What follows belongs to an exercise in optimizing a design on an open flow for small area; a production flow would make more cautious choices. Function was checked by simulation only, so behaviour that the tests miss may differ from the original. The clock port is modelled as an ideal driver; clocking choices that lean on that would not hold on a real chip. Power and IR drop assume default switching activity.

## flow/design.v (module list and top-level ports; edited modules follow where they fit)
// module c6288_top: 139 lines
// module Circuit6288h: 41 lines
// module TopLevel6288b: 1300 lines
// module nd: 4 lines
// module iv: 4 lines
// module fa: 5 lines
// module ha: 5 lines
// module xn: 4 lines
// module o2: 4 lines
// module incb: 5 lines
// module incl: 4 lines
// module cco: 4 lines
module c6288_top (clk,
    in256, in239, in222, in205, in188, in171, in154, in137, in120, in103, in86, in69, in52, in35, in18, in1, in528, in511, in494, in477, in460, in443, in426, in409, in392, in375, in358, in341, in324, in307, in290, in273,
    out6287, out6288, out6280, out6270, out6260, out6250, out6240, out6230, out6220, out6210, out6200, out6190, out6180, out6170, out6160, out6150, out6123, out5971, out5672, out5308, out4946, out4591, out4241, out3895, out3552, out3211, out2877, out2548, out2223, out1901, out1581, out545);
  // ...
==> flow/flow/run.sh <==
#!/bin/bash
set -euo pipefail
bash standard.sh \
  "BUFFER_PORTS_ARGS=-inputs -buffer_cell sky130_fd_sc_hd__buf_1" \
  "PRE_GLOBAL_PLACE_TCL=$PWD/flow/outbuf.tcl" \
  "CTS_ARGS=-sink_clustering_enable -repair_clock_nets -buf_list sky130_fd_sc_hd__clkbuf_8 -root_buf sky130_fd_sc_hd__clkbuf_8 -sink_clustering_size 32 -sink_clustering_max_diameter 400 -dont_use_dummy_load" \
  finish > standard_flow.log 2>&1
==> flow/flow/outbuf.tcl <==
# Buffer every output port with the smallest buffer and keep those buffers
# (global_place.tcl's remove_buffers would otherwise take them out again).
# The inputs are buffered by the standard buffer_ports call after this hook.
buffer_ports -outputs -buffer_cell sky130_fd_sc_hd__buf_1
# connect the new buffers' power and ground pins by the design's global rules
global_connect
set n 0
foreach port [get_ports out*] {
  set net [get_nets [get_full_name $port]]
  foreach pin [get_pins -of_objects $net -filter "direction == output"] {
    set_dont_touch [get_cells -of_objects $pin]
    incr n
  }
}
puts "dont_touch set on $n output buffers"
if { $n != 32 } { error "expected 32 output buffers, found $n" }
==> flow/standard.sh <==
#!/bin/bash
# synth_recipe.tcl (not shown) runs the flow's synth.tcl, then flattens the netlist and writes it again
# the make line also repeats each setting of config.mk as NAME=value (left out here)
make -C /OpenROAD-flow-scripts/flow DESIGN_CONFIG=/design/flow/config.mk WORK_HOME=/design/flow/orfs CLKGATE_MAP_FILE= SYNTH_SCRIPT=/design/flow/synth_recipe.tcl "${@:-finish}"
==> flow/config.mk <==
export PLATFORM = sky130hd
export DESIGN_NAME = c6288_top
export DESIGN_NICKNAME = c6288_top
export VERILOG_FILES = /design/flow/design.v
export SDC_FILE = /design/flow/constraint.sdc
export NUM_CORES = 4
export LEC_CHECK = 0
export CAP_MARGIN = 20
export CORE_MARGIN = 2
export CORE_UTILIZATION = 40
export GPL_TIMING_DRIVEN = 0
export SLEW_MARGIN = 20
export SYNTH_HIERARCHICAL = 1
export SYNTH_MINIMUM_KEEP_SIZE = 0
==> flow/constraint.sdc <==
create_clock -name core_clock -period 10.0 [get_ports {clk}]
set_input_delay 2.0000 -clock core_clock [delete_from_list [all_inputs] [get_ports {clk}]]
set_output_delay 2.0000 -clock core_clock [all_outputs]
set_load 0.01 [all_outputs]
==> results.sh, run 1 <==
export IMPL_grt_met3_usage_pct=3.602
export IMPL_place_ws_ns=-0.4672
export IMPL_cts_resized=14
export IMPL_synthAdderAreaFrac_pct=67.18
export IMPL_arrival_ns=9.95
export IMPL_rsz0062_at_grt="false"
export IMPL_cp_common_cell="fa_1"
export IMPL_seq_area_um2=640.6
export IMPL_cts_sinks=32
export IMPL_yosysTopAreaCellShare_pct=66.43
export IMPL_startpoint="in358"
export IMPL_p_int_uw=1166
export IMPL_layout_common_cells="nand2_1 (267), fa_1 (220), buf_1 (53), dfxtp_1 (32), xnor2_1 (20)"
export IMPL_outcome="no timing/DRC/antenna violations"
export IMPL_wl_met2_mm=8.494
export IMPL_max_slew_margin_rel_pct=27.49
export IMPL_grt_overflow_total=0
export IMPL_synthTopCellsByCount="nand2_1 (267), fa_1 (220), dfxtp_1 (32)"
export IMPL_clk_path_buf_depth=2
export IMPL_critPathBufInv=1
export IMPL_synthXorXnorAreaFrac_pct=4.095
export IMPL_comb_power_uw=1830
export IMPL_dominant_cells="multi-input combinational cells"
export IMPL_grt_max_degree=17
export IMPL_gp_congestion=0.8580
export IMPL_htreeDepth=2
export IMPL_drive_above_1_share_pct=3.886
export IMPL_cp_start_kind="input pin"
export IMPL_max_cap_viol_count=0
export IMPL_initialDrtViolationCount=318
export IMPL_fillers=1582
export IMPL_multi_input_cells=551
export IMPL_finalSetupViolations=0
export IMPL_crit_chain="buf_1 -> nand2_1 -> fa_1 -> fa_1 -> fa_1 -> fa_1 -> fa_1 -> fa_1 -> fa_1 -> fa_1 -> fa_1 -> fa_1 -> fa_1 -> fa_1 -> fa_1 -> fa_1 -> a21o_1 -> a21o_1 -> a21o_1 -> nand2_1 -> xor2_1"
export IMPL_place_area_um2=7146
export IMPL_hp_start="in273"
export IMPL_layout_commonest_cell="nand2_1"
export IMPL_met2_usage_pct=34.14
export IMPL_drt_met1_wl_mm=6.170
export IMPL_nNonClkInverters=17
export IMPL_wirelength_mm=16.46
export IMPL_cts_buffers=5
export IMPL_synth_top_family_by_area="adder cells"
==> inputs of run 2 (changes only) <==
==> flow/flow/run.sh (replaced) <==
#!/bin/bash
set -euo pipefail
bash standard.sh \
  "BUFFER_PORTS_ARGS=-inputs -buffer_cell sky130_fd_sc_hd__buf_1" \
  "PRE_GLOBAL_PLACE_TCL=$PWD/flow/outbuf.tcl" \
  "PRE_CTS_TCL=$PWD/flow/clkbuf.tcl" \
  "CTS_ARGS=-sink_clustering_enable -repair_clock_nets -buf_list sky130_fd_sc_hd__clkbuf_8 -root_buf sky130_fd_sc_hd__clkbuf_8 -sink_clustering_size 32 -sink_clustering_max_diameter 400 -dont_use_dummy_load" \
  finish > standard_flow.log 2>&1
==> flow/flow/clkbuf.tcl (new file) <==
# Drive all flip-flop clock pins from one clkbuf_16 at the middle of the core,
# so that the clock port feeds a single buffer.
set block [ord::get_db_block]
set core [$block getCoreArea]
set dbu [$block getDbUnitsPerMicron]
set x [expr { ([$core xMin] + [$core xMax]) / 2.0 / $dbu }]
set y [expr { ([$core yMin] + [$core yMax]) / 2.0 / $dbu }]
insert_buffer -buffer_cell sky130_fd_sc_hd__clkbuf_16 -net clk -location [list $x $y] -buffer_name clkroot -net_name clk_root
global_connect
detailed_placement
==> run 2 against run 1 <==
Against the previous run: still clean on timing, DRC and antenna; final area is 0.22% higher; final cell count is 0.11% higher; core utilization is 0.099 points higher; largest cell class unchanged; highest routed layer unchanged.
==> results.sh, run 2 <==
export IMPL_outcome="no timing/DRC/antenna violations"
export IMPL_grt_max_degree=17
export IMPL_synth_cell_area_um2=6630
export IMPL_initialDrtViolationCount=282
export IMPL_syn_to_final_growth_pct=9.379
export IMPL_chipHeight_um=132.7
export IMPL_ys_ff_latch=32
export IMPL_post_drt_via_cell_ratio=5.318
export IMPL_initial_core_util_pct=40.41
export IMPL_nets=929
export IMPL_critPathMaxFanout=16
export IMPL_wl_met3_mm=1.074
export IMPL_async_flop_share_pct=0
export IMPL_hold_viol=0
export IMPL_die_x_um=132.7
export IMPL_avgSynthCellArea_um2=11.05
export IMPL_finalSetupViolations=0
export IMPL_rsz0062_at_grt="false"
export IMPL_drv_slew=0
export IMPL_postRouteAntennaNets=0
export IMPL_combinationalPowerShare_pct=82.8
export IMPL_gp_congestion=0.8580
export IMPL_die_area_um2=17620
export IMPL_hpwl_mm=12.35
export IMPL_wirelength_mm=16.49
export IMPL_holdCritPathClass="input pin to flop"
export IMPL_switching_power_uw=1025
export IMPL_totalPowerFinal_uw=2206
export IMPL_layout_common_cells="nand2_1 (267), fa_1 (220), buf_1 (54), dfxtp_1 (32), xnor2_1 (20)"
export IMPL_grt_overflow_total=0
export IMPL_boundaryPins=65
export IMPL_vias=4733
export IMPL_synth_top_cells_by_area="fa_1 (66%), nand2_1 (15%), dfxtp_1 (9.7%), xnor2_1 (2.6%), or2_1 (1.5%)"
export IMPL_grt_pass1_vias=5469
export IMPL_grt_usage_pct=20.22
export IMPL_cp_start_kind="input pin"
export IMPL_syn_nets=857
export IMPL_seq_area_um2=640.6
export IMPL_finalCritPeriodShare_pct=96.34
export IMPL_wl_met2_mm=8.492
export IMPL_hold_path_end="out545$_DFF_P_"
export IMPL_path_clk_slew_ns=0.07
export IMPL_cts_tree="built"
export IMPL_grt_pass1_wl_mm=27.61
export IMPL_min_path_cells=3
export IMPL_finalSetupTns_ns=0
export IMPL_p_int_uw=1181
export IMPL_placementRows=47
export IMPL_period_needed_ns=9.634
export IMPL_drc_errors=0
export IMPL_leakagePower_uw=0.002486
export IMPL_top_layer="met4"
export IMPL_critPathKind="input pin to flop"
export IMPL_seq_area_frac_synth_pct=9.662
export IMPL_max_slew_margin_rel_pct=26.92
export IMPL_insertedDiodeCount=0
export IMPL_powerDensity_nw_per_um2=304.2
export IMPL_antenna_found_initial=0
export IMPL_drive_above_1_share_pct=3.881
export IMPL_fmax_mhz=103.8
export IMPL_cts_buffers=5
export IMPL_p_seq_share_pct=11.7
export IMPL_synth_edf_count=0
export IMPL_netlist_instances=600
export IMPL_synthTopCellsByCount="nand2_1 (267), fa_1 (220), dfxtp_1 (32)"
export IMPL_drtPass1Iterations=5
export IMPL_multi_input_area_um2=5926
export IMPL_max_cap_viol_count=0
export IMPL_synth_yosys_warnings=7
export IMPL_hp_start="in273"
export IMPL_p_clk_share_pct=5.5
export IMPL_drt_met1_wl_mm=6.440
export IMPL_fillers=1579
export IMPL_yosysTopAreaCell="fa_1"
export IMPL_synth_main_ff_cell="dfxtp_1"
export IMPL_critPathRequiredTime_ns=10.35
export IMPL_yosysTopAreaCellShare_pct=66.43
export IMPL_port_buffers=64
export IMPL_peakVddDrop_uv=222.4
export IMPL_worst_setup_path_end_kind="flop"
export IMPL_synth_cell_type_count=10
export IMPL_core_area_um2=16410
export IMPL_cts_sinks=32
export IMPL_cts_setup_buffers=0
export IMPL_switching_share_pct=46.46
export IMPL_worst_slew_pin_slew_ns=1.096
export IMPL_arrival_ns=9.98
export IMPL_wl_per_cell_um=18.53
export IMPL_yosysMostFrequentCell="nand2_1"
export IMPL_layout_commonest_cell="nand2_1"
run 2: cell counts after synthesis:
No cell type changed its count.
run 2: per-layer routing:
metal	global-route usage [%]	vias up
met5	0	-
met4	7.766	0
met2	34.31	201
met1	26.53	2565
met3	2.797	29
li1	-	1938
run 2: cell type report, clock buffers not listed:
type	instances	share of cell area, %
timing repair buffer	64	3.485
sequential	32	8.834
tap	220	3.796
multi-input combinational	551	81.71
inverter	17	0.8799
run 2: power by group through the flow:
stage          Sequential [uW]  Clock [uW]  Combinational [uW]
4_1_cts                    260         129                1890
5_1_grt                    265         130                2140
3_3_place_gp               262           0                1840
6_report                   258         120                1830
3_5_place_dp               262           0                1880
2_1_floorplan              295           0                1430
run 2: stage by stage:
stage / instance area, um2 / std cells / hold slack [ns] / worst slack, ns / util, %
global route: 7252 / 890 / 2.105 / 0.04632 / 44.20
detailed placement: 7146 / 884 / 2.384 / -0.4672 / 43.55
CTS: 7261 / 890 / 2.148 / 0.01012 / 44.25
floorplan: 6630 / 600 / 2.093 / 0.9735 / -
global placement: 7146 / 884 / 2.389 / -0.3867 / 43.55
finish: 7252 / 890 / 2.057 / 0.3655 / 44.20
run 2: Yosys stat by module, one instance, submodules excluded, a selection:
| module | cells inside | times used | flops+latches | cell area (um2) |
|---|---|---|---|---|
| c6288_top | 32 | 1 | 32 | 640.6 |
| cco | 1 | 3 | 0 | 7.507 |
| fa | 1 | 220 | 0 | 20.02 |
| ha | 1 | 4 | 0 | 12.51 |
| incb | 3 | 10 | 0 | 20.02 |
| iv | 1 | 17 | 0 | 3.754 |
| nd | 1 | 256 | 0 | 3.754 |
| xn | 1 | 20 | 0 | 8.758 |
run 2: cells by family after synthesis:
| family | Yosys count | share of synthesized area [%] |
|---|---|---|
| AND/OR/NAND/NOR | 293 | 17.76 |
| buffers and inverters | 17 | 0.9624 |
| XOR/XNOR | 31 | 4.095 |
| adder cells (fa/ha/maj) | 224 | 67.18 |
| flip-flops | 32 | 9.662 |
| AO/OA/AOI/OAI | 3 | 0.3397 |
run 2: worst max-delay path by stage:
stage | startpoint | end | cells past startpoint
2_1_floorplan | in1 | out6250$_DFF_P_ | 22
3_3_place_gp | in52 | out6270$_DFF_P_ | 23
3_5_place_dp | in52 | out6270$_DFF_P_ | 23
4_1_cts | in307 | out6270$_DFF_P_ | 22
5_1_grt | in290 | out6270$_DFF_P_ | 23
6_report | in86 | out6270$_DFF_P_ | 21
run 2: critical path, stage by stage:
cell	delay, ns
buf_1	0.72
nand2_1	0.18
fa_1	0.61
fa_1	0.45
fa_1	0.44
fa_1	0.41
fa_1	0.42
fa_1	0.39
fa_1	0.40
fa_1	0.43
fa_1	0.41
fa_1	0.42
fa_1	0.39
fa_1	0.39
fa_1	0.39
fa_1	0.45
a21o_1	0.24
a21o_1	0.25
a21o_1	0.30
nand2_1	0.12
xor2_1	0.15
run 2: timing repair:
action,4_1_cts,5_1_grt
hold buffers,0,0
resized for setup,5,19
pin swaps,0,0
endpoints found under the setup margin,6,7
==> inputs of run 3 (changes only) <==
==> flow/flow/run.sh (replaced) <==
#!/bin/bash
set -euo pipefail
bash standard.sh \
  "BUFFER_PORTS_ARGS=-inputs -buffer_cell sky130_fd_sc_hd__buf_1" \
  "PRE_GLOBAL_PLACE_TCL=$PWD/flow/outbuf.tcl" \
  "PRE_CTS_TCL=$PWD/flow/clkbuf.tcl" \
  "CTS_ARGS=-clk_nets clk -dont_use_dummy_load" \
  finish > standard_flow.log 2>&1
==> flow/flow/clkbuf.tcl (replaced) <==
# Clock tree by hand: the clock port drives two clock buffers, each driving the
# flip-flops of one half of the core (split at the median x), placed at the
# centre of its flip-flops.  TritonCTS is then told to skip the clock net.
set block [ord::get_db_block]
set dbu [$block getDbUnitsPerMicron]
set sinks {}
foreach pin [get_pins -of_objects [get_nets clk] -filter "direction == input"] {
  set inst [[ord::get_db_block] findInst [get_full_name [get_cells -of_objects $pin]]]
  set loc [$inst getLocation]
  lappend sinks [list [lindex $loc 0] [lindex $loc 1] [get_full_name $pin]]
}
set sinks [lsort -real -index 0 $sinks]
set n [llength $sinks]
set half [expr { $n / 2 }]
set groups [list [lrange $sinks 0 [expr { $half - 1 }]] [lrange $sinks $half end]]
set i 0
foreach g $groups {
  set sx 0.0; set sy 0.0; set pins {}
  foreach s $g {
    set sx [expr { $sx + [lindex $s 0] }]
    set sy [expr { $sy + [lindex $s 1] }]
    lappend pins [get_pins [lindex $s 2]]
  }
  set x [expr { $sx / [llength $g] / $dbu }]
  set y [expr { $sy / [llength $g] / $dbu }]
  insert_buffer -buffer_cell sky130_fd_sc_hd__clkbuf_8 -net clk -load_pins $pins \
    -location [list $x $y] -buffer_name clkbuf_h$i -net_name clk_h$i
  incr i
}
puts "clock split into $i buffers over $n flip-flops"
global_connect
detailed_placement
==> run 3 against run 2 <==
Against the previous run: still clean; worst setup slack worse by 0.090 ns; worst hold slack better by 0.097 ns; sequential share of layout area barely moved; critical path type unchanged; critical path depth increased by 1; maximum frequency decreased by 0.92%.
==> results.sh, run 3 <==
export IMPL_outcome="no timing/DRC/antenna violations"
export IMPL_p_clk_share_pct=2.8
export IMPL_avgSynthCellArea_um2=11.05
export IMPL_max_cap_viol_count=0
export IMPL_drc_errors=0
export IMPL_cp_start_kind="input pin"
export IMPL_core_area_um2=16410
export IMPL_p_seq_share_pct=12.0
export IMPL_finish_utilization_pct=44.06
export IMPL_fmax_mhz=102.8
export IMPL_hpwl_mm=12.35
export IMPL_hold_worst_slack_ns=2.154
export IMPL_seq_area_frac_synth_pct=9.662
export IMPL_synth_main_ff_cell="dfxtp_1"
export IMPL_switching_power_uw=1008
export IMPL_holdCritPathClass="input pin to flop"
export IMPL_syn_to_final_growth_pct=9.021
export IMPL_place_ws_ns=-0.4672
export IMPL_synth_cell_type_count=10
export IMPL_gp_congestion=0.8580
export IMPL_post_drt_via_cell_ratio=5.307
export IMPL_drive_above_1_share_pct=3.754
export IMPL_finalCritPeriodShare_pct=97.24
export IMPL_die_x_um=132.7
export IMPL_powerDensity_nw_per_um2=297.6
export IMPL_cts_hold_buffers=0
export IMPL_drtPass1Iterations=5
export IMPL_cts_setup_buffers=0
export IMPL_initial_core_util_pct=40.41
export IMPL_grt_pass1_wl_mm=27.48
export IMPL_critPathKind="input pin to flop"
export IMPL_yosysMostFrequentCell="nand2_1"
export IMPL_layout_commonest_cell="nand2_1"
export IMPL_period_needed_ns=9.724
export IMPL_netlist_instances=600
export IMPL_worst_slew_pin_slew_ns=1.048
export IMPL_syn_nets=857
export IMPL_postRouteAntennaNets=0
export IMPL_nets=925
export IMPL_max_slew_margin_rel_pct=30.13
export IMPL_port_buffers=64
export IMPL_arrival_ns=9.83
export IMPL_finalSetupViolations=0
export IMPL_yosysTopAreaCell="fa_1"
export IMPL_insertedDiodeCount=0
export IMPL_async_flop_share_pct=0
export IMPL_combinationalPowerShare_pct=85.2
export IMPL_die_area_um2=17620
export IMPL_post_place_cells=884
export IMPL_synthTopCellsByCount="nand2_1 (267), fa_1 (220), dfxtp_1 (32)"
export IMPL_synth_cell_area_um2=6630
export IMPL_antenna_found_initial=0
export IMPL_switching_share_pct=46.88
export IMPL_grt_usage_pct=19.71
export IMPL_peakVddDrop_uv=223.3
export IMPL_path_clk_slew_ns=0.12
export IMPL_ys_ff_latch=32
export IMPL_wl_per_cell_um=18.41
export IMPL_chipHeight_um=132.7
export IMPL_synth_top_cells_by_area="fa_1 (66%), nand2_1 (15%), dfxtp_1 (9.7%), xnor2_1 (2.6%), or2_1 (1.5%)"
export IMPL_rsz0062_at_grt="false"
export IMPL_critPathMaxFanout=16
export IMPL_drv_slew=0
export IMPL_grt_max_degree=17
export IMPL_boundaryPins=65
export IMPL_vias=4702
export IMPL_synth_yosys_warnings=7
export IMPL_grt_pass1_vias=5439
export IMPL_layout_cells_non_filler=886
export IMPL_finalWorstSetupSlack_ns=0.2759
export IMPL_placementRows=47
export IMPL_synth_edf_count=0
export IMPL_leakagePower_uw=0.002465
export IMPL_grt_overflow_total=0
export IMPL_worst_setup_path_end_kind="flop"
export IMPL_hold_viol=0
export IMPL_initialDrtViolationCount=293
export IMPL_yosysTopAreaCellShare_pct=66.43
export IMPL_totalPowerFinal_uw=2151
export IMPL_critPathRequiredTime_ns=10.11
export IMPL_p_int_uw=1143
export IMPL_wirelength_mm=16.31
export IMPL_layout_common_cells="nand2_1 (267), fa_1 (220), buf_1 (52), dfxtp_1 (32), xnor2_1 (20)"
[run 3: cell counts after synthesis]
Identical to the previous run, type by type.
[run 3: modules after synthesis, one instance, submodules excluded, excerpt]
module,times used,flops+latches,cells
nd,256,0,1
cco,3,0,1
o2,16,0,1
incb,10,0,3
ha,4,0,1
incl,1,0,2
fa,220,0,1
iv,17,0,1
xn,20,0,1
c6288_top,1,32,32
[run 3: area by class of cell, clock buffers not listed]
class	count	area (um2)
fill	1574	9179
inverter	17	63.81
timing repair buffer	64	294.0
tap	220	275.3
sequential	32	640.6
multi-input combinational	551	5927
[run 3: kinds of logic after synthesis]
kind of cell,after synthesis,share of synthesized area [%]
and+or+nand+nor,293,17.76
adders and majority gates,224,67.18
DFF,32,9.662
xor gates and xnor gates,31,4.095
buffers and inverters,17,0.9624
AOI/OAI and AO/OA,3,0.3397
[run 3: metrics by stage]
| step | TNS [ns] | cell area, um2 |
|---|---|---|
| after floorplan | 0 | 6630 |
| after global placement | -2.630 | 7146 |
| after detailed placement | -3.479 | 7146 |
| after CTS | 0 | 7227 |
| after global routing | 0 | 7228 |
| final | 0 | 7228 |
[run 3: critical path, stage by stage]
cell	delay, ns
buf_2	0.35
nand2_1	0.12
fa_1	0.51
fa_1	0.44
fa_1	0.44
fa_1	0.41
fa_1	0.41
fa_1	0.42
fa_1	0.39
fa_1	0.40
fa_1	0.43
fa_1	0.41
fa_1	0.41
fa_1	0.39
fa_1	0.39
fa_1	0.39
fa_1	0.45
a21o_1	0.24
a21o_1	0.24
a21o_2	0.30
nand2_1	0.10
xor2_1	0.15
[run 3: worst paths after layout]
check  startpoint               to  slack, ns  cells after the start
min         in273   out545$_DFF_P_       2.15                      3
max         in341  out6270$_DFF_P_       0.28                     22
[run 3: power groups by stage]
| stage | combinational (uW) | sequential (uW) | clock, uW |
|---|---|---|---|
| 2_1_floorplan | 1430 | 295 | 0 |
| 3_3_place_gp | 1840 | 262 | 0 |
| 3_5_place_dp | 1880 | 262 | 0 |
| 4_1_cts | 1890 | 263 | 37.7 |
| 5_1_grt | 2140 | 264 | 68.2 |
| 6_report | 1830 | 258 | 59.9 |
[run 3: repair_timing]
item / in CTS / in global routing
cloned: 0 / 0
resized for setup: 38 / 1
setup endpoints to repair: 11 / 1
[run 3: metal layers]
metal	wire length (um)	track usage, %	up-vias
met5	0	0	-
met4	388	4.779	0
met3	1224	1.877	29
met2	8552	34.51	211
met1	6148	26.69	2532
li1	-	-	1930

[afterwards: timing with drivers on the ports]
In the flow no input, the clock included, has a driving cell. The finished layouts below were timed again as built, in two steps.
Step 1, drivers: a clkbuf_16 drives clk and a buf_2 each remaining input, both assumed.
Step 2, shift: input delay + t, output delay - t, t = (earliest + latest rising clock arrival at the registers) / 2. This alone moves slack from input paths to output paths.
Slacks: ideal ports / drivers / drivers and shift; pairs: ideal ports / drivers.
run | shift t [ns] | setup WS [ns] | hold slack, ns | worst data-port slew with drivers (ns)
run 1 | 0.349 | 0.289 / 0.298 / -0.052 | 2.077 / 2.067 / 2.405 | 0.03
run 2 | 0.458 | 0.366 / 0.381 / -0.077 | 2.057 / 2.042 / 2.408 | 0.04
run 3 | 0.226 | 0.276 / 0.300 / 0.074 | 2.154 / 2.131 / 2.357 | 0.04
Met with ideal ports but missed after step 2: setup timing in run 1 and run 2. The setup slack of run 2, which loses most, moves by +0.015 ns with the drivers and by -0.443 ns with both steps.
